From an optimization exercise on the open Yosys and OpenROAD flow, aimed at small area, a short achievable clock period and few clock cycles per item; shortcuts taken in it are not production practice. Power is estimated from default activity; no workload was simulated.

==> module divider_nr, before the edit <==
module divider_nr
  #
  (
   parameter BITS      = 16
   )
  (
   input wire                       clk,
   input wire                       reset,
   input wire                       start,
   input wire unsigned [BITS-1:0]   dividend,
   input wire unsigned [BITS-1:0]   divisor,
   output logic                     done,
   output logic unsigned [BITS-1:0] quotient,
   output logic unsigned [BITS-1:0] remainder
   );
  localparam BC = $clog2(BITS);
  logic [BITS:0]   t_q;        
  logic [BITS-1:0] d_q;        
  logic            q_q;        
  logic            qn_q;       
  logic            done_q;     
  logic [BITS-2:0] quo_q;      
  logic [BC-1:0]   idx_q;      
  logic            bit_q;      
  logic            busy_q;
  logic            norm_q;     
  function automatic logic [3:0] msb_pos(input logic [15:0] x);
    logic [7:0] y8;
    logic [3:0] y4;
    logic [1:0] y2;
    msb_pos[3] = |x[15:8];
    y8         = msb_pos[3] ? x[15:8] : x[7:0];
    msb_pos[2] = |y8[7:4];
    y4         = msb_pos[2] ? y8[7:4] : y8[3:0];
    msb_pos[1] = |y4[3:2];
    y2         = msb_pos[1] ? y4[3:2] : y4[1:0];
    msb_pos[0] = y2[1];
  endfunction
  logic [3:0]    pa, pb;
  logic [4:0]    pdiff;
  logic [BC-1:0] sh;
  assign pa    = msb_pos(dividend);
  assign pb    = msb_pos(divisor);
  assign pdiff = {1'b0, pa} - {1'b0, pb};
  assign sh    = pdiff[4] ? '0 : pdiff[3:0];
  logic [BITS-1:0] bmask;
  logic            wider;
  always_comb begin
    bmask[BITS-1] = divisor[BITS-1];
    for (int i = BITS-2; i > 0; i--) bmask[i] = bmask[i+1] | divisor[i];
    bmask[0] = 1'b1;   
  end
  assign wider = |(dividend & ~bmask);
  logic [BITS-1:0] rn;
  assign rn = ({BITS{q_q}} & d_q) | ({BITS{qn_q}} & t_q[BITS-1:0]);
  logic [BITS:0]   x;
  logic [BITS+1:0] dx;
  always_comb begin
    if (!busy_q || done_q)
      x = {1'b0, dividend};
    else if (norm_q)
      x = {1'b0, dividend >> idx_q};
    else
      x = {rn, bit_q};
  end
  assign dx = {1'b0, x} - {2'b0, divisor};
  logic [BC-1:0] nidx;
  assign nidx = norm_q ? idx_q - 4'd1 : idx_q - 4'd2;
  assign done      = done_q;
  assign quotient  = {quo_q, q_q};
  assign remainder = rn;
  always_ff @(posedge clk) begin
    t_q   <= x;
    d_q   <= dx[BITS-1:0];
    q_q   <= ~dx[BITS+1];
    qn_q  <= dx[BITS+1];
    if (start)
      done_q <= !wider;
    else
      done_q <= busy_q && !norm_q && !done_q && (idx_q == 4'd1);
    bit_q <= dividend[nidx];
    if (start) begin
      busy_q <= 1'b1;
      norm_q <= wider;
      idx_q  <= sh;
      quo_q  <= '0;
    end else if (norm_q) begin
      norm_q <= 1'b0;
    end else begin
      if (busy_q) idx_q <= idx_q - 1'b1;
      if (done) busy_q <= 1'b0;
      quo_q <= quotient[BITS-2:0];
    end
    if (reset) begin
      busy_q <= 1'b0;
      norm_q <= 1'b0;
      done_q <= 1'b0;
    end
  end
endmodule
export LEC_CHECK = 0
export ABC_AREA = 1
export CAP_MARGIN = 20
export CORE_MARGIN = 2
export CORE_UTILIZATION = 60
export SETUP_SLACK_MARGIN = 2.0
export SLEW_MARGIN = 20
create_clock -name core_clock -period 5.0 [get_ports {clk}]
standard.sh (not shown) runs the stock make flow with config.mk's settings and CLKGATE_MAP_FILE= SYNTH_SCRIPT=/design/flow/synth_recipe.tcl, a recipe that flattens the netlist after the stock synthesis.
==> flow/flow/run.sh <==
#!/bin/bash
cp standard.sh standard_sh.txt
export BUFFER_PORTS_ARGS="-buffer_cell sky130_fd_sc_hd__buf_2"
export ADDER_MAP_FILE=
bash standard.sh > standard.log 2>&1
Change:
--- a/flow/design.v
+++ b/flow/design.v
@@ -124,28 +124,17 @@
   assign pa    = msb_pos(dividend);
   assign pb    = msb_pos(divisor);
   assign pdiff = {1'b0, pa} - {1'b0, pb};
   assign sh    = pdiff[4] ? '0 : pdiff[3:0];
-  logic [BITS-1:0] bmask;
-  logic            wider;
-  always_comb begin
-    bmask[BITS-1] = divisor[BITS-1];
-    for (int i = BITS-2; i > 0; i--) bmask[i] = bmask[i+1] | divisor[i];
-    bmask[0] = 1'b1;   
-  end
-  assign wider = |(dividend & ~bmask);
   logic [BITS-1:0] rn;
   assign rn = ({BITS{q_q}} & d_q) | ({BITS{qn_q}} & t_q[BITS-1:0]);
   logic [BITS:0]   x;
   logic [BITS+1:0] dx;
-  always_comb begin
-    if (!busy_q || done_q)
-      x = {1'b0, dividend};
-    else if (norm_q)
-      x = {1'b0, dividend >> idx_q};
-    else
-      x = {rn, bit_q};
-  end
+  logic [BC-1:0]   amt;
+  logic [BITS-1:0] sx;
+  assign amt = norm_q ? idx_q : '0;
+  assign sx  = dividend >> amt;
+  assign x   = (norm_q || !busy_q || done_q) ? {1'b0, sx} : {rn, bit_q};
   assign dx = {1'b0, x} - {2'b0, divisor};
   logic [BC-1:0] nidx;
   assign nidx = norm_q ? idx_q - 4'd1 : idx_q - 4'd2;
   assign done      = done_q;
@@ -156,15 +145,15 @@
     d_q   <= dx[BITS-1:0];
     q_q   <= ~dx[BITS+1];
     qn_q  <= dx[BITS+1];
     if (start)
-      done_q <= !wider;
+      done_q <= (sh == '0);
     else
       done_q <= busy_q && !norm_q && !done_q && (idx_q == 4'd1);
     bit_q <= dividend[nidx];
     if (start) begin
       busy_q <= 1'b1;
-      norm_q <= wider;
+      norm_q <= (sh != '0);
       idx_q  <= sh;
       quo_q  <= '0;
     end else if (norm_q) begin
       norm_q <= 1'b0;
The new run went through all stages and came out clean.
Via count came out lower by about a fifth.
Total power grows by roughly a tenth.
Final cell count falls by roughly a tenth.
Worst setup slack got worse by 14 ps.
Sequential share of layout area came out higher by 1.4 points.
Count of clock-buffer cells in the layout went up by 1.
No run of this note included a check of the RTL's function; only the layout flow was run.

## afterwards: timing with drivers on the ports
In the flow no input, the clock included, has a driving cell. The finished layouts below were timed again as built, in two steps. Step 1 (the two cells are an assumption about what drives the block):
set clk [get_ports {clk}]
set_driving_cell -lib_cell sky130_fd_sc_hd__clkbuf_16 $clk
set_driving_cell -lib_cell sky130_fd_sc_hd__buf_2 [delete_from_list [all_inputs] $clk]
Step 2, shift: input delay + t, output delay - t, t = (earliest + latest rising clock arrival at the registers) / 2. This alone moves slack from input paths to output paths. a / b / c = ideal / step 1 / step 2; a / b = the first two.
| run | shift t [ns] | slack for setup (ns) | worst hold slack (ns) | slew at the worst register clock pin (ns) |
|---|---|---|---|---|
| the first run | 0.373 | 2.204 / 2.204 / 1.858 | 0.495 / 0.495 / 0.495 | 0.08 / 0.08 |
| the second run | 0.380 | 2.190 / 2.190 / 1.829 | 0.470 / 0.470 / 0.470 | 0.09 / 0.09 |
After both steps every run listed still meets setup and hold. For the second run, which loses most, drivers alone change the setup slack by 0.000 ns; drivers and shift together by -0.361 ns.
